Background: an optimization exercise with open tools, aiming at a short achievable clock period and few clock cycles. Do not read the settings as production practice.
No run shown here included a check of the RTL's function; only the layout flow was run.
Power and IR drop assume default switching activity.

==> design/flow/design.v <==
module fp_add (
  input  logic        clk,
  input  logic        rst,
  input  logic        in_vld,
  input  logic [31:0] a,
  input  logic [31:0] b,
  output logic        sum_vld,
  output logic [31:0] sum
);
  localparam int K = 3;
  logic        sa, sb, eff_sub;
  logic [23:0] ma, mb;
  assign sa = a[31];
  assign sb = b[31];
  assign ma = {1'b1, a[22:0]};
  assign mb = {1'b1, b[22:0]};
  assign eff_sub = sa ^ sb;
  logic [8:0] dab, dba;
  logic       a_ge, e_eq, a_p1, b_p1;
  fp_add_exp ex (.ea(a[30:23]), .eb(b[30:23]), .dab(dab), .dba(dba), .a_ge(a_ge),
                 .e_eq(e_eq), .a_p1(a_p1), .b_p1(b_p1));
  logic [23:0] ap, ag, a0, sp, sg, s0;
  fp_add_far1 #(.K(K)) f1 (.ea(a[30:23]), .eb(b[30:23]), .ma(ma), .mb(mb), .dab(dab), .dba(dba), .a_ge(a_ge),
                           .ap(ap), .ag(ag), .a0(a0), .sp(sp), .sg(sg), .s0(s0));
  logic        c_zero, c_neg, cx_s;
  logic [23:0] cx_u, cy_u;
  logic [4:0]  cx_fs, cy_fs;
  logic [7:0]  cx_x, cy_x;
  fp_add_close1 c1 (.sa(sa), .sb(sb), .ea(a[30:23]), .eb(b[30:23]), .ma(ma), .mb(mb),
                    .e_eq(e_eq), .a_p1(a_p1), .b_p1(b_p1),
                    .c_zero(c_zero), .c_neg(c_neg), .cx_s(cx_s), .cx_u(cx_u), .cx_sel(cx_fs),
                    .cx_x(cx_x), .cy_u(cy_u), .cy_sel(cy_fs), .cy_x(cy_x));
  logic close;
  assign close = eff_sub & (e_eq | a_p1 | b_p1);
  logic        vld_q, cx_sel_q, cy_sel_q, fa_sel_q, fs_sel_q, f_s_q, cx_s_q, sb_q;
  logic [23:0] ap_q, ag_q, a0_q, sp_q, sg_q, s0_q, cx_u_q, cy_u_q;
  logic [7:0]  f_e_q, f_ep_q, f_em_q;
  logic [4:0]  cx_fs_q, cy_fs_q;
  logic [7:0]  cx_x_q, cy_x_q;
  always_ff @(posedge clk) begin
    vld_q    <= in_vld & ~rst;
    cx_sel_q <= close & ~c_zero & ~c_neg;
    cy_sel_q <= close & c_neg;
    fa_sel_q <= ~close & ~eff_sub;
    fs_sel_q <= ~close & eff_sub;
    ap_q     <= ap;
    ag_q     <= ag;
    a0_q     <= a0;
    sp_q     <= sp;
    sg_q     <= sg;
    s0_q     <= s0;
    f_s_q    <= a_ge ? sa : sb;
    f_e_q    <= a_ge ? a[30:23] : b[30:23];
    f_ep_q   <= a_ge ? a[30:23] + 8'd1 : b[30:23] + 8'd1;
    f_em_q   <= a_ge ? a[30:23] - 8'd1 : b[30:23] - 8'd1;
    cx_s_q   <= cx_s;
    sb_q     <= sb;
    cx_u_q   <= cx_u;
    cy_u_q   <= cy_u;
    cx_fs_q  <= cx_fs;
    cy_fs_q  <= cy_fs;
    cx_x_q   <= cx_x;
    cy_x_q   <= cy_x;
  end
  assign sum_vld = vld_q;
  logic [30:0] fa_r, fs_r, cx_r, cy_r;
  fp_add_far2 #(.K(K)) f2 (.ap(ap_q), .ag(ag_q), .a0(a0_q), .sp(sp_q), .sg(sg_q), .s0(s0_q),
                           .f_e(f_e_q), .f_ep(f_ep_q), .f_em(f_em_q), .fa_r(fa_r), .fs_r(fs_r));
  fp_add_close2 c2x (.c_u(cx_u_q), .c_sel(cx_fs_q), .c_x(cx_x_q), .c_r(cx_r));
  fp_add_close2 c2y (.c_u(cy_u_q), .c_sel(cy_fs_q), .c_x(cy_x_q), .c_r(cy_r));
  assign sum = ({32{cx_sel_q}} & {cx_s_q, cx_r}) |
               ({32{cy_sel_q}} & {sb_q, cy_r}) |
               ({32{fa_sel_q}} & {f_s_q, fa_r}) |
               ({32{fs_sel_q}} & {f_s_q, fs_r});
endmodule
module fp_add_exp (
  input  logic [7:0] ea,
  input  logic [7:0] eb,
  output logic [8:0] dab,
  output logic [8:0] dba,
  output logic       a_ge,
  output logic       e_eq,
  output logic       a_p1,
  output logic       b_p1
);
  logic [7:0] nea, neb;
  assign nea  = ~ea;
  assign neb  = ~eb;
  assign dab  = {1'b0, ea} - {1'b0, eb};
  assign dba  = {1'b0, eb} - {1'b0, ea};
  assign a_ge = ~dab[8];
  assign e_eq = (ea == eb);
  assign a_p1 = ((ea[7:1] ^ neb[7:1]) == (ea[6:0] | neb[6:0])) & ~(ea[0] ^ neb[0]) & (eb != 8'hff);
  assign b_p1 = ((eb[7:1] ^ nea[7:1]) == (eb[6:0] | nea[6:0])) & ~(eb[0] ^ nea[0]) & (ea != 8'hff);
endmodule
module fp_add_far1 #(parameter int K = 2) (
  input  logic [7:0]  ea,
  input  logic [7:0]  eb,
  input  logic [23:0] ma,
  input  logic [23:0] mb,
  input  logic [8:0]  dab,
  input  logic [8:0]  dba,
  input  logic        a_ge,
  output logic [23:0] ap, ag, a0, sp, sg, s0
);
  function automatic logic [47:0] ks(input logic [23:0] g, input logic [23:0] p,
                                     input int lo, input int hi);
    logic [23:0] gn, pn;
    for (int l = 0; l < 5; l++) begin
      if (l >= lo && l < hi) begin
        for (int i = 0; i < 24; i++) begin
          if (i >= (1 << l)) begin
            gn[i] = g[i] | (p[i] & g[i - (1 << l)]);
            pn[i] = p[i] & p[i - (1 << l)];
          end else begin
            gn[i] = g[i];
            pn[i] = p[i];
          end
        end
        g = gn;
        p = pn;
      end
    end
    ks = {g, p};
  endfunction
  function automatic logic sum_is(input logic [7:0] x, input logic [7:0] y, input logic [7:0] k);
    logic ok;
    ok = ((x[0] ^ y[0]) == k[0]);
    for (int i = 0; i < 7; i++)
      ok = ok & ((x[i+1] ^ y[i+1] ^ k[i+1]) == (k[i] ? (x[i] & y[i]) : (x[i] | y[i])));
    sum_is = ok;
  endfunction
  logic [23:0] da, db, b_sh, a_sh, f_b, f_m;
  always_comb begin
    for (int k = 0; k < 24; k++) begin
      da[k] = sum_is(ea, ~eb, 8'(k - 1));
      db[k] = sum_is(eb, ~ea, 8'(k - 1));
    end
    for (int j = 0; j < 24; j++) begin
      b_sh[j] = 1'b0;
      a_sh[j] = 1'b0;
      for (int k = 0; k < 24; k++) begin
        if (j + k < 24) begin
          b_sh[j] = b_sh[j] | (da[k] & mb[j+k]);
          a_sh[j] = a_sh[j] | (db[k] & ma[j+k]);
        end
      end
    end
  end
  assign f_b  = a_ge ? ma : mb;
  assign f_m  = a_ge ? b_sh : a_sh;
  logic [23:0] pa, ga, ps, gs;
  assign pa = f_b ^ f_m;
  assign ga = f_b & f_m;
  assign ps = ~(f_b ^ f_m);
  assign gs = {f_b[23:1] & ~f_m[23:1], f_b[0] | ~f_m[0]};
  assign {ag, ap} = ks(ga, pa, 0, K);
  assign {sg, sp} = ks(gs, {ps[23:1], 1'b0}, 0, K);
  assign a0 = pa;
  assign s0 = ps;
endmodule
module fp_add_far2 #(parameter int K = 2) (
  input  logic [23:0] ap, ag, a0, sp, sg, s0,
  input  logic [7:0]  f_e, f_ep, f_em,
  output logic [30:0] fa_r,
  output logic [30:0] fs_r
);
  function automatic logic [47:0] ks(input logic [23:0] g, input logic [23:0] p,
                                     input int lo, input int hi);
    logic [23:0] gn, pn;
    for (int l = 0; l < 5; l++) begin
      if (l >= lo && l < hi) begin
        for (int i = 0; i < 24; i++) begin
          if (i >= (1 << l)) begin
            gn[i] = g[i] | (p[i] & g[i - (1 << l)]);
            pn[i] = p[i] & p[i - (1 << l)];
          end else begin
            gn[i] = g[i];
            pn[i] = p[i];
          end
        end
        g = gn;
        p = pn;
      end
    end
    ks = {g, p};
  endfunction
  logic [47:0] af, sf;
  logic [24:0] f_add;
  logic [23:0] f_sub;
  assign af    = ks(ag, ap, K, 5);
  assign sf    = ks(sg, sp, K, 5);
  assign f_add = {af[47], a0 ^ {af[46:24], 1'b0}};
  assign f_sub = s0 ^ {sf[46:24], 1'b1};
  assign fa_r  = f_add[24] ? {f_ep, f_add[23:1]} : {f_e, f_add[22:0]};
  assign fs_r  = f_sub[23] ? {f_e, f_sub[22:0]} : {f_em, f_sub[21:0], 1'b0};
endmodule
module fp_add_close1 (
  input  logic        sa,
  input  logic        sb,
  input  logic [7:0]  ea,
  input  logic [7:0]  eb,
  input  logic [23:0] ma,
  input  logic [23:0] mb,
  input  logic        e_eq,
  input  logic        a_p1,
  input  logic        b_p1,
  output logic        c_zero,
  output logic        c_neg,
  output logic        cx_s,
  output logic [23:0] cx_u,
  output logic [4:0]  cx_sel,
  output logic [7:0]  cx_x,
  output logic [23:0] cy_u,
  output logic [4:0]  cy_sel,
  output logic [7:0]  cy_x
);
  function automatic logic [4:0] lzc24(input logic [23:0] x);
    logic [31:0] p;
    logic [15:0] c1, v1;
    logic [15:0] c2;
    logic [7:0]  v2;
    logic [11:0] c3;
    logic [3:0]  v3;
    logic [7:0]  c4;
    logic [1:0]  v4;
    p = {x, 8'h80};
    for (int i = 0; i < 16; i++) begin
      v1[i] = p[2*i+1] | p[2*i];
      c1[i] = ~p[2*i+1];
    end
    for (int i = 0; i < 8; i++) begin
      v2[i] = v1[2*i+1] | v1[2*i];
      c2[2*i +: 2] = v1[2*i+1] ? {1'b0, c1[2*i+1]} : {1'b1, c1[2*i]};
    end
    for (int i = 0; i < 4; i++) begin
      v3[i] = v2[2*i+1] | v2[2*i];
      c3[3*i +: 3] = v2[2*i+1] ? {1'b0, c2[2*(2*i+1) +: 2]} : {1'b1, c2[2*(2*i) +: 2]};
    end
    for (int i = 0; i < 2; i++) begin
      v4[i] = v3[2*i+1] | v3[2*i];
      c4[4*i +: 4] = v3[2*i+1] ? {1'b0, c3[3*(2*i+1) +: 3]} : {1'b1, c3[3*(2*i) +: 3]};
    end
    lzc24 = v4[1] ? {1'b0, c4[7:4]} : {1'b1, c4[3:0]};
  endfunction
  function automatic logic [4:0] fine_sel(input logic [1:0] lo, input logic err);
    logic [3:0] oh;
    for (int t = 0; t < 4; t++) oh[t] = (lo == 2'(t));
    fine_sel = err ? {oh, 1'b0} : {1'b0, oh};
  endfunction
  function automatic logic [7:0] exp_less(input logic [7:0] e, input logic [4:0] lz,
                                          input logic err);
    logic [5:0] l0, l1;
    logic [7:0] e0, e1;
    l0 = {1'b0, e[4:0]} - {1'b0, lz};
    l1 = {1'b0, e[4:0]} + {1'b0, ~lz};
    e0 = {l0[5] ? e[7:5] - 3'd1 : e[7:5], l0[4:0]};
    e1 = {l1[5] ? e[7:5] : e[7:5] - 3'd1, l1[4:0]};
    exp_less = err ? e1 : e0;
  endfunction
  function automatic logic lza_err(input logic [23:0] f, input logic [23:0] d);
    logic [23:0] above, h;
    above[23] = 1'b0;
    for (int i = 22; i >= 0; i--) above[i] = above[i+1] | f[i+1];
    h = f & ~above;
    lza_err = ~|(h & d);
  endfunction
  function automatic logic [23:0] lza(input logic [23:0] x, input logic [23:0] y);
    lza = (x ^ y) & ~({~x[22:0], 1'b0} & {y[22:0], 1'b0});
  endfunction
  logic [23:0] ma1, mb1, d_ba, d1a, d1b;
  logic [24:0] d_ab;
  logic [4:0]  lz_ab, lz_ba, lz_1a, lz_1b;
  assign ma1   = {1'b0, ma[23:1]};
  assign mb1   = {1'b0, mb[23:1]};
  assign c_zero = e_eq & (ma == mb);
  assign d_ab  = {1'b0, ma} - {1'b0, mb};
  assign d_ba  = mb - ma;
  assign d1a   = ma - mb1;
  assign d1b   = mb - ma1;
  assign lz_ab = lzc24(lza(ma, mb));
  assign lz_ba = lzc24(lza(mb, ma));
  assign lz_1a = lzc24(lza(ma, mb1));
  assign lz_1b = lzc24(lza(mb, ma1));
  logic er_ab, er_1a, er_1b;
  assign er_ab  = lza_err(lza(ma, mb), d_ab[23:0]);
  assign er_1a  = lza_err(lza(ma, mb1), d1a);
  assign er_1b  = lza_err(lza(mb, ma1), d1b);
  logic       cy_err, cx_err;
  logic [7:0] cx_e;
  assign cy_err = lza_err(lza(mb, ma), d_ba);
  logic [23:0] u;
  logic [4:0]  lz;
  always_comb begin
    if (a_p1) begin
      u = d1a;        lz = lz_1a; cx_err = er_1a; cx_e = ea; cx_s = sa;
    end else if (b_p1) begin
      u = d1b;        lz = lz_1b; cx_err = er_1b; cx_e = eb; cx_s = sb;
    end else begin
      u = d_ab[23:0]; lz = lz_ab; cx_err = er_ab; cx_e = ea; cx_s = sa;
    end
  end
  assign c_neg = e_eq & d_ab[24];
  assign cx_u   = u << {lz[4:2], 2'd0};
  assign cx_sel = fine_sel(lz[1:0], cx_err);
  assign cx_x   = exp_less(cx_e, lz, cx_err);
  assign cy_u   = d_ba << {lz_ba[4:2], 2'd0};
  assign cy_sel = fine_sel(lz_ba[1:0], cy_err);
  assign cy_x   = exp_less(ea, lz_ba, cy_err);
endmodule
module fp_add_close2 (
  input  logic [23:0] c_u,
  input  logic [4:0]  c_sel,
  input  logic [7:0]  c_x,
  output logic [30:0] c_r
);
  logic [23:0] n;
  always_comb begin
    n = 24'd0;
    for (int t = 0; t < 5; t++) n = n | ({24{c_sel[t]}} & (c_u << t));
  end
  assign c_r = {c_x, n[22:0]};
endmodule
==> design/flow/flow/run.sh <==
#!/bin/bash
# Standard layout, with the port buffers made from a plain buffer cell
# (sky130_fd_sc_hd__buf_4) instead of the delay cell buffer_ports picks by
# default. The make output is kept in flow.log.
set -euo pipefail
export BUFFER_PORTS_ARGS="-buffer_cell sky130_fd_sc_hd__buf_4"
bash standard.sh > flow.log 2>&1
==> design/flow/standard.sh <==
#!/bin/bash
# synth_recipe.tcl (not shown) runs the flow's synth.tcl, then flattens the netlist and writes it again
# the make line also repeats each setting of config.mk as NAME=value (left out here)
make -C /OpenROAD-flow-scripts/flow DESIGN_CONFIG=/design/flow/config.mk WORK_HOME=/design/flow/orfs CLKGATE_MAP_FILE= SYNTH_SCRIPT=/design/flow/synth_recipe.tcl "${@:-finish}"
==> design/flow/config.mk <==
export PLATFORM = sky130hd
export DESIGN_NAME = fp_add
export DESIGN_NICKNAME = fp_add
export VERILOG_FILES = /design/flow/design.v
export SDC_FILE = /design/flow/constraint.sdc
export NUM_CORES = 4
export LEC_CHECK = 0
export CAP_MARGIN = 20
export CORE_MARGIN = 2
export CORE_UTILIZATION = 40
export PLACE_DENSITY = 0.6
export SETUP_SLACK_MARGIN = 5
export SLEW_MARGIN = 20
export SYNTH_HIERARCHICAL = 1
==> design/flow/constraint.sdc <==
create_clock -name core_clock -period 10.0 [get_ports {clk}]
set_input_delay 2.0000 -clock core_clock [delete_from_list [all_inputs] [get_ports {clk}]]
set_output_delay 2.0000 -clock core_clock [all_outputs]
set_load 0.01 [all_outputs]
==> results of run 1 <==
cell type report:
cell class	count	area (um^2)	share of cell area [%]
repair buffers	521	5310	14.5
repair inverters	1	3.75	0.0102
flip-flops and latches	229	4590	12.5
clock inverters	10	90.1	0.246
diodes	1	2.50	0.00683
clock buffers	28	592	1.62
multi-input cells	2845	24100	65.9
well taps	873	1090	2.98
inverters	173	808	2.21
final timing paths:
path	startpoint	end	cells after the start
setup / recovery	a[24]	sg_q[7]	16
hold / removal	b[31]	sb_q	1
stage by stage:
stage                     cell area (um^2)  power (W)
after global placement               28500    0.00391
after detailed placement             28500    0.00391
after global routing                 36600    0.00570
final                                36600    0.00548
after CTS                            32700    0.00503
after floorplan                      28100    0.00308
sequential cells by signal, indices dropped and copies added (netlist names), 5 cells and up:
register and flops:
cx_fs_q 5, cy_fs_q 5, f_ep_q 7, f_em_q 8
sp_q 15, cy_u_q 23, cx_x_q 8, f_e_q 8
s0_q 24, ag_q 24, sg_q 23, cx_u_q 23
cy_x_q 8, ap_q 16, a0_q 24
critical path, cell delays in order:
cell      delay [ns]
buf_16          0.11
inv_4           0.03
ha_4            0.43
xor2_4          0.29
buf_12          0.15
nor3_4          0.06
a22oi_1         0.20
o21ai_0         0.13
a221oi_2        0.43
nand3_1         0.17
o31ai_1         0.56
ha_1            0.40
o21bai_4        0.19
nand2_1         0.10
o21ai_2         0.15
a31o_2          0.17
timing repair:
item,4_1_cts,5_1_grt
pin swaps,105,208
gates cloned,14,22
setup buffers,147,217
endpoints found under the setup margin,199,106
resized for setup,419,381
routing by layer:
metal | routed length, um | share of wire, % | GRT usage [%]
met4 | 8720 | 6.4 | 15.0
met1 | 53500 | 39 | 47.7
met5 | 241 | 0.18 | 0.970
met2 | 56000 | 41 | 51.4
met3 | 17200 | 13 | 8.89
power by group:
| group | switching [W] | internal, W | total [W] |
|---|---|---|---|
| clock | 0.000365 | 0.000447 | 0.000813 |
| combinational | 0.00193 | 0.00140 | 0.00334 |
| sequential | 0.000205 | 0.00112 | 0.00133 |
==> implementation parameters, run 1 <==
Parameter                              Value

Timing
  Post-layout minimum cycle time ... 5.14 ns
  Total negative slack for setup checks ... 0 ns
  Peak clock frequency supported by timing ... 195 MHz
  Number of hold violations in the final report ... 0
  WHS ... 1.63 ns
  Final setup violation count ... 0
  Worst Setup Slack, final ... 4.86 ns
  Number of max-slew violations in the final report ... 0
  Final worst path period share ... 51.4%
  Transition at the pin with the smallest max-transition slack ... 0.888 ns
  Setup repair after global routing missed its margin ... true
  Slew headroom ... 40.8%

Clock tree
  Clock tree buffer depth ... 3
  Number of levels the H-tree was split into ... 1
  TritonCTS buffer count ... 21
  Clk root buf ... clkbuf_16
  Hold-fix buffers, CTS ... 0
  Clock tree from TritonCTS ... done
  Clk slew on worst S/H paths ... 0.07 ns
  Number of clock sinks seen by CTS ... 229

Power and ir drop
  Worst supply voltage drop on vdd ... 0.108 mV
  Leakage power figure ... 14.5 nW
  Power density over cell area ... 150 nW/um^2

Routing
  DR pass1 iterations ... 15
  Number of DRC violations after detailed routing ... 0
  Total via count after detailed routing ... 32000
  Post-detailed-route wirelength per cell ... 29.0 um
  Via count normalized by instance count ... 6.84
  Antenna-violating nets left ... 0
  Number of DRC markers in iteration 0 ... 5327
  Total routed wirelength ... 136000 um

Critical path
  Worst-path maximum fanout ... 10
  Startpoint type of the worst setup path ... input pin
  Required time at the worst-slack endpoint ... 10.47 ns
  Critical path capture point type ... register
  Crit Path Category ... input pin to register
  Arrival time at the worst endpoint ... 5.62 ns

Cells and area
  Most common cell after layout, fill and taps aside ... buf_4
  Filler-free cell count of the finished design ... 4681
  Layout overhead on the synthesized area ... 35.4%
  Number of nets in the layout ... 4110
  Fraction of layout cells with a size suffix above 1 ... 32.5%
  Final design utilization ... 54.6%
  Filler Cells Inserted ... 6177
  Leading cell types in the layout, fill and taps excluded ... buf_4, a22oi_1, nand2_1

Logic synthesis
  Post-Syn Area ... 27100 um^2
  Number of standard cells after synthesis ... 3502
  Avg Synthesized Cell Area ... 7.73 um^2
  Yosys warning total ... 11

Floorplan
  Placeable core region ... 67000 um^2
  Die Wd ... 264 um
  Number of cell rows ... 95
  I/O pin total ... 100
  Floorplan die area ... 69700 um^2
  Effective utilization at floorplan ... 40.4%
  Die span in y ... 264 um

Placement
  Setup WS pre-CTS ... 2.88 ns
  Detail Placement HPWL ... 90500 um
  Count of input and output buffers ... 99
  Placed Instances ... 4242
  Routability-driven placement congestion ratio ... 0.994

Global routing
  Tot GR Track Use ... 34.8%
  Maximum number of pins on one net before global-route repair ... 56
  Wire length of the first global-routing pass ... 187000 um
  Number of global-route vias before repair ... 28300
  GRT overflow ... 0
  Antenna violations before repair ... 0

Hold path
  Type of the worst min-delay path ... input pin to register

Run
  Number of max-capacitance violations reported ... 0

Status
  Run status ... finished clean
==> run 2, diff against run 1 <==
--- a/design/flow/design.v
+++ b/design/flow/design.v
@@ -8,5 +8,5 @@
   output logic [31:0] sum
 );
-  localparam int K = 3;
+  localparam int K = 2;
   logic        sa, sb, eff_sub;
   logic [23:0] ma, mb;
@@ -26,9 +26,11 @@
   logic [23:0] cx_u, cy_u;
   logic [4:0]  cx_fs, cy_fs;
-  logic [7:0]  cx_x, cy_x;
+  logic [7:0]  cx_x0, cx_x1, cy_x0, cy_x1;
+  logic        cx_m1, cy_m1;
   fp_add_close1 c1 (.sa(sa), .sb(sb), .ea(a[30:23]), .eb(b[30:23]), .ma(ma), .mb(mb),
                     .e_eq(e_eq), .a_p1(a_p1), .b_p1(b_p1),
                     .c_zero(c_zero), .c_neg(c_neg), .cx_s(cx_s), .cx_u(cx_u), .cx_sel(cx_fs),
-                    .cx_x(cx_x), .cy_u(cy_u), .cy_sel(cy_fs), .cy_x(cy_x));
+                    .cx_x0(cx_x0), .cx_x1(cx_x1), .cx_m1(cx_m1), .cy_u(cy_u), .cy_sel(cy_fs),
+                    .cy_x0(cy_x0), .cy_x1(cy_x1), .cy_m1(cy_m1));
   logic close;
   assign close = eff_sub & (e_eq | a_p1 | b_p1);
@@ -37,5 +39,6 @@
   logic [7:0]  f_e_q, f_ep_q, f_em_q;
   logic [4:0]  cx_fs_q, cy_fs_q;
-  logic [7:0]  cx_x_q, cy_x_q;
+  logic [7:0]  cx_x0_q, cx_x1_q, cy_x0_q, cy_x1_q;
+  logic        cx_m1_q, cy_m1_q;
   always_ff @(posedge clk) begin
     vld_q    <= in_vld & ~rst;
@@ -60,6 +63,10 @@
     cx_fs_q  <= cx_fs;
     cy_fs_q  <= cy_fs;
-    cx_x_q   <= cx_x;
-    cy_x_q   <= cy_x;
+    cx_x0_q  <= cx_x0;
+    cx_x1_q  <= cx_x1;
+    cx_m1_q  <= cx_m1;
+    cy_x0_q  <= cy_x0;
+    cy_x1_q  <= cy_x1;
+    cy_m1_q  <= cy_m1;
   end
   assign sum_vld = vld_q;
@@ -67,6 +74,8 @@
   fp_add_far2 #(.K(K)) f2 (.ap(ap_q), .ag(ag_q), .a0(a0_q), .sp(sp_q), .sg(sg_q), .s0(s0_q),
                            .f_e(f_e_q), .f_ep(f_ep_q), .f_em(f_em_q), .fa_r(fa_r), .fs_r(fs_r));
-  fp_add_close2 c2x (.c_u(cx_u_q), .c_sel(cx_fs_q), .c_x(cx_x_q), .c_r(cx_r));
-  fp_add_close2 c2y (.c_u(cy_u_q), .c_sel(cy_fs_q), .c_x(cy_x_q), .c_r(cy_r));
+  fp_add_close2 c2x (.c_u(cx_u_q), .c_sel(cx_fs_q), .c_x0(cx_x0_q), .c_x1(cx_x1_q), .c_m1(cx_m1_q),
+                     .c_r(cx_r));
+  fp_add_close2 c2y (.c_u(cy_u_q), .c_sel(cy_fs_q), .c_x0(cy_x0_q), .c_x1(cy_x1_q), .c_m1(cy_m1_q),
+                     .c_r(cy_r));
   assign sum = ({32{cx_sel_q}} & {cx_s_q, cx_r}) |
                ({32{cy_sel_q}} & {sb_q, cy_r}) |
@@ -211,8 +220,12 @@
   output logic [23:0] cx_u,
   output logic [4:0]  cx_sel,
-  output logic [7:0]  cx_x,
+  output logic [7:0]  cx_x0,
+  output logic [7:0]  cx_x1,
+  output logic        cx_m1,
   output logic [23:0] cy_u,
   output logic [4:0]  cy_sel,
-  output logic [7:0]  cy_x
+  output logic [7:0]  cy_x0,
+  output logic [7:0]  cy_x1,
+  output logic        cy_m1
 );
   function automatic logic [4:0] lzc24(input logic [23:0] x);
@@ -249,20 +262,16 @@
     fine_sel = err ? {oh, 1'b0} : {1'b0, oh};
   endfunction
-  function automatic logic [7:0] exp_less(input logic [7:0] e, input logic [4:0] lz,
-                                          input logic err);
-    logic [5:0] l0, l1;
-    logic [7:0] e0, e1;
-    l0 = {1'b0, e[4:0]} - {1'b0, lz};
-    l1 = {1'b0, e[4:0]} + {1'b0, ~lz};
-    e0 = {l0[5] ? e[7:5] - 3'd1 : e[7:5], l0[4:0]};
-    e1 = {l1[5] ? e[7:5] : e[7:5] - 3'd1, l1[4:0]};
-    exp_less = err ? e1 : e0;
-  endfunction
-  function automatic logic lza_err(input logic [23:0] f, input logic [23:0] d);
-    logic [23:0] above, h;
+  function automatic logic [23:0] lead1(input logic [23:0] f);
+    logic [23:0] above;
     above[23] = 1'b0;
     for (int i = 22; i >= 0; i--) above[i] = above[i+1] | f[i+1];
-    h = f & ~above;
-    lza_err = ~|(h & d);
+    lead1 = f & ~above;
+  endfunction
+  function automatic logic [7:0] exp_at(input logic [7:0] e, input logic [23:0] h,
+                                        input logic m1);
+    logic [7:0] r;
+    r = 8'd0;
+    for (int i = 0; i < 24; i++) r = r | ({8{h[i]}} & (e - 8'(23 - i) - {7'd0, m1}));
+    exp_at = r;
   endfunction
   function automatic logic [23:0] lza(input logic [23:0] x, input logic [23:0] y);
@@ -283,11 +292,15 @@
   assign lz_1a = lzc24(lza(ma, mb1));
   assign lz_1b = lzc24(lza(mb, ma1));
-  logic er_ab, er_1a, er_1b;
-  assign er_ab  = lza_err(lza(ma, mb), d_ab[23:0]);
-  assign er_1a  = lza_err(lza(ma, mb1), d1a);
-  assign er_1b  = lza_err(lza(mb, ma1), d1b);
-  logic       cy_err, cx_err;
-  logic [7:0] cx_e;
-  assign cy_err = lza_err(lza(mb, ma), d_ba);
+  logic [23:0] h_ab, h_ba, h_1a, h_1b;
+  logic        er_ab, er_1a, er_1b, cy_err, cx_err;
+  logic [7:0]  cx_e;
+  assign h_ab   = lead1(lza(ma, mb));
+  assign h_ba   = lead1(lza(mb, ma));
+  assign h_1a   = lead1(lza(ma, mb1));
+  assign h_1b   = lead1(lza(mb, ma1));
+  assign er_ab  = ~|(h_ab & d_ab[23:0]);
+  assign er_1a  = ~|(h_1a & d1a);
+  assign er_1b  = ~|(h_1b & d1b);
+  assign cy_err = ~|(h_ba & d_ba);
   logic [23:0] u;
   logic [4:0]  lz;
@@ -304,13 +317,22 @@
   assign cx_u   = u << {lz[4:2], 2'd0};
   assign cx_sel = fine_sel(lz[1:0], cx_err);
-  assign cx_x   = exp_less(cx_e, lz, cx_err);
+  logic [23:0] hx_a, hx_b;
+  assign hx_a   = a_p1 ? h_1a : (b_p1 ? 24'd0 : h_ab);
+  assign hx_b   = b_p1 ? h_1b : 24'd0;
+  assign cx_x0  = exp_at(ea, hx_a, 1'b0) | exp_at(eb, hx_b, 1'b0);
+  assign cx_x1  = exp_at(ea, hx_a, 1'b1) | exp_at(eb, hx_b, 1'b1);
+  assign cx_m1  = cx_err;
   assign cy_u   = d_ba << {lz_ba[4:2], 2'd0};
   assign cy_sel = fine_sel(lz_ba[1:0], cy_err);
-  assign cy_x   = exp_less(ea, lz_ba, cy_err);
+  assign cy_x0  = exp_at(ea, h_ba, 1'b0);
+  assign cy_x1  = exp_at(ea, h_ba, 1'b1);
+  assign cy_m1  = cy_err;
 endmodule
 module fp_add_close2 (
   input  logic [23:0] c_u,
   input  logic [4:0]  c_sel,
-  input  logic [7:0]  c_x,
+  input  logic [7:0]  c_x0,
+  input  logic [7:0]  c_x1,
+  input  logic        c_m1,
   output logic [30:0] c_r
 );
@@ -320,4 +342,4 @@
     for (int t = 0; t < 5; t++) n = n | ({24{c_sel[t]}} & (c_u << t));
   end
-  assign c_r = {c_x, n[22:0]};
+  assign c_r = {c_m1 ? c_x1 : c_x0, n[22:0]};
 endmodule
==> run 2 against run 1 <==
  * Critical path depth is 2 lower
  * Sequential share of layout area is 2.4 points lower
  * Wire length is 110% higher
  * Combinational power is 22% higher
  * Critical endpoint is now cy_x1_q[3]
  * Clock power is 53% higher
  * Area after synthesis is 47% higher
  * Final area is 37% higher
  * Fmax is 3.0% lower
  * Via count is 64% higher
  * Non-clock buffer count is 59 higher
  * Worst setup slack worse by 0.16 ns
  * Core utilization is 3.5 points lower
==> implementation parameters, run 2 <==
Parameter                              Value

Global routing
  Met2 Usage GRT ... 75.4%
  Number of global-route vias before repair ... 47800
  GRT overflow ... 0
  Grt met3 use ... 17.8%
  Wire length of the first global-routing pass ... 376000 um
  Routing layer with the top usage in global route ... met2
  Met1 Use GR ... 58.6%
  Tot GR Track Use ... 51.2%
  Maximum number of pins on one net before global-route repair ... 47
  Antenna violations before repair ... 15

Logic synthesis
  Yosys warning total ... 11
  Avg Synthesized Cell Area ... 7.20 um^2
  Number of standard cells after synthesis ... 5512
  Post-Syn Area ... 39700 um^2

Floorplan
  Number of cell rows ... 115
  Placeable core region ... 98400 um^2
  I/O pin total ... 100
  Die span in y ... 319 um
  Effective utilization at floorplan ... 40.3%
  Floorplan die area ... 102000 um^2
  Die Wd ... 319 um

Timing
  Number of hold violations in the final report ... 0
  Transition at the pin with the smallest max-transition slack ... 1.37 ns
  Final worst path period share ... 53.0%
  Total negative slack for setup checks ... 0 ns
  Slew headroom ... 8.09%
  Final setup violation count ... 0
  Number of max-slew violations in the final report ... 0
  Setup repair after global routing missed its margin ... true
  Post-layout minimum cycle time ... 5.30 ns
  Peak clock frequency supported by timing ... 189 MHz

Power and ir drop
  Worst supply voltage drop on vdd ... 0.136 mV
  Power density over cell area ... 136 nW/um^2
  Leakage power figure ... 19.2 nW

Cells and area
  Number of nets in the layout ... 6083
  Fraction of layout cells with a size suffix above 1 ... 24.3%
  Layout overhead on the synthesized area ... 26.7%
  Registers with the most flip-flops ... a0_q: 24 flops, ag_q: 24 flops, s0_q: 24 flops
  Leading cell types in the layout, fill and taps excluded ... nand2_1, buf_4, nor2_1
  Filler-free cell count of the finished design ... 7045
  Filler Cells Inserted ... 9700
  Most common cell after layout, fill and taps aside ... nand2_1

Routing
  Total via count after detailed routing ... 52600
  Number of DRC markers in iteration 0 ... 9324
  Via count normalized by instance count ... 7.46
  DR pass1 iterations ... 17
  Post-detailed-route wirelength per cell ... 39.8 um
  Number of DRC violations after detailed routing ... 0
  Total routed wirelength ... 280000 um
  Antenna-violating nets left ... 0

Placement
  Routability-driven placement congestion ratio ... 1.13
  Detail Placement HPWL ... 201000 um
  Placed Instances ... 6640
  Count of input and output buffers ... 99

Critical path
  Required time at the worst-slack endpoint ... 10.48 ns
  Arrival time at the worst endpoint ... 5.78 ns
  Critical path capture point type ... register
  Crit Path Category ... input pin to register
  Worst-path maximum fanout ... 8
  Startpoint type of the worst setup path ... input pin

Clock tree
  Clock tree buffer depth ... 3
  Clk slew on worst S/H paths ... 0.08 ns
  Number of levels the H-tree was split into ... 1
  Clk root buf ... clkbuf_16
  Number of clock sinks seen by CTS ... 255
  Clock tree from TritonCTS ... done
  TritonCTS buffer count ... 30

Status
  Run status ... finished clean

Run
  Number of max-capacitance violations reported ... 0

Hold path
  Type of the worst min-delay path ... input pin to register
  Hold-critical path depth ... 1
==> run 2: routing by layer <==
metal  wire length, um  vias up
li1                  -    21200
met1             94200    24800
met2            113000     4850
met3             39200     1709
met4             33800        8
met5                64        -
==> run 2: worst paths after layout <==
| path | startpoint | slack (ns) | to |
|---|---|---|---|
| max | a[26] | 4.70 | cy_x1_q[3] |
| min | b[31] | 1.51 | sb_q |
==> run 2: power by group <==
part / switching (W) / internal (W)
Sequential: 0.000255 / 0.00126
Clock: 0.000531 / 0.000710
Combinational: 0.00259 / 0.00149
==> run 2: timing repair <==
item | CTS | global route
cloned | 13 | 17
hold buffers | 0 | 0
buffers inserted | 159 | 144
resized for setup | 498 | 356
pin swaps | 66 | 100
endpoints found under the setup margin | 267 | 188
==> run 2: final cells by class <==
class                      count  area, um^2  area share (%)
antenna                       13        32.5          0.0646
tap                         1287        1610            3.20
multi-input combinational   4649       35800            71.2
clock inverter                22         309           0.614
sequential                   255        5110            10.2
timing repair inverter         1        11.3          0.0224
timing repair buffer         580        5760            11.4
inverter                     204         887            1.76
clock buffer                  34         786            1.56
==> run 2: through the flow <==
| step | area, um^2 | hold WS [ns] | setup WS, ns | utilization, % | total power, W |
|---|---|---|---|---|---|
| after global placement | 41600 | 2.15 | 2.50 | 42.2 | 0.00483 |
| after detailed placement | 41600 | 2.16 | 2.71 | 42.3 | 0.00483 |
| final | 50300 | 1.51 | 4.70 | 51.1 | 0.00684 |
| after floorplan | 39900 | 2.03 | 4.92 | - | 0.00354 |
| after CTS | 46900 | 1.49 | 4.91 | 47.7 | 0.00635 |
| after global routing | 50300 | 1.53 | 4.70 | 51.1 | 0.00701 |
==> run 2: worst max-delay path: stages <==
cell and delay (ns):
buf_16 0.14, clkinvlp_4 0.08, buf_4 0.18, buf_4 0.20
ha_1 0.70, clkinvlp_4 0.42, buf_4 0.27, xnor2_1 0.18
buf_4 0.25, a21oi_1 0.09, a2111oi_0 0.50, o2111ai_1 0.18
a2111oi_0 0.44, o211ai_1 0.14

[separate check: timing with driven ports]
The flow's constraints put no driver on any port. The routed layouts listed below were extracted and timed again, unchanged, in two steps. Step 1: set_driving_cell puts a clkbuf_16 on clk and a buf_2 on each other input, an assumption about the parent block. Step 2 adds t to the input delays and takes it off the output delays; t is the mean of the earliest and latest rising clock arrival at the registers after step 1. Input paths then give back, and output paths get back, about the clock's delay inside the block. Three values: no drivers, after step 1, after step 2; two values: the first two.
| run | shift t [ns] | setup slack, ns | worst data-port slew with drivers (ns) |
|---|---|---|---|
| run 1 | 0.574 | 4.859 / 4.801 / 4.228 | 0.22 |
| run 2 | 0.700 | 4.702 / 4.628 / 3.928 | 0.33 |
After both steps every run listed still meets setup and hold. For run 2, which loses most, drivers alone change the setup slack by -0.074 ns; drivers and shift together by -0.774 ns.
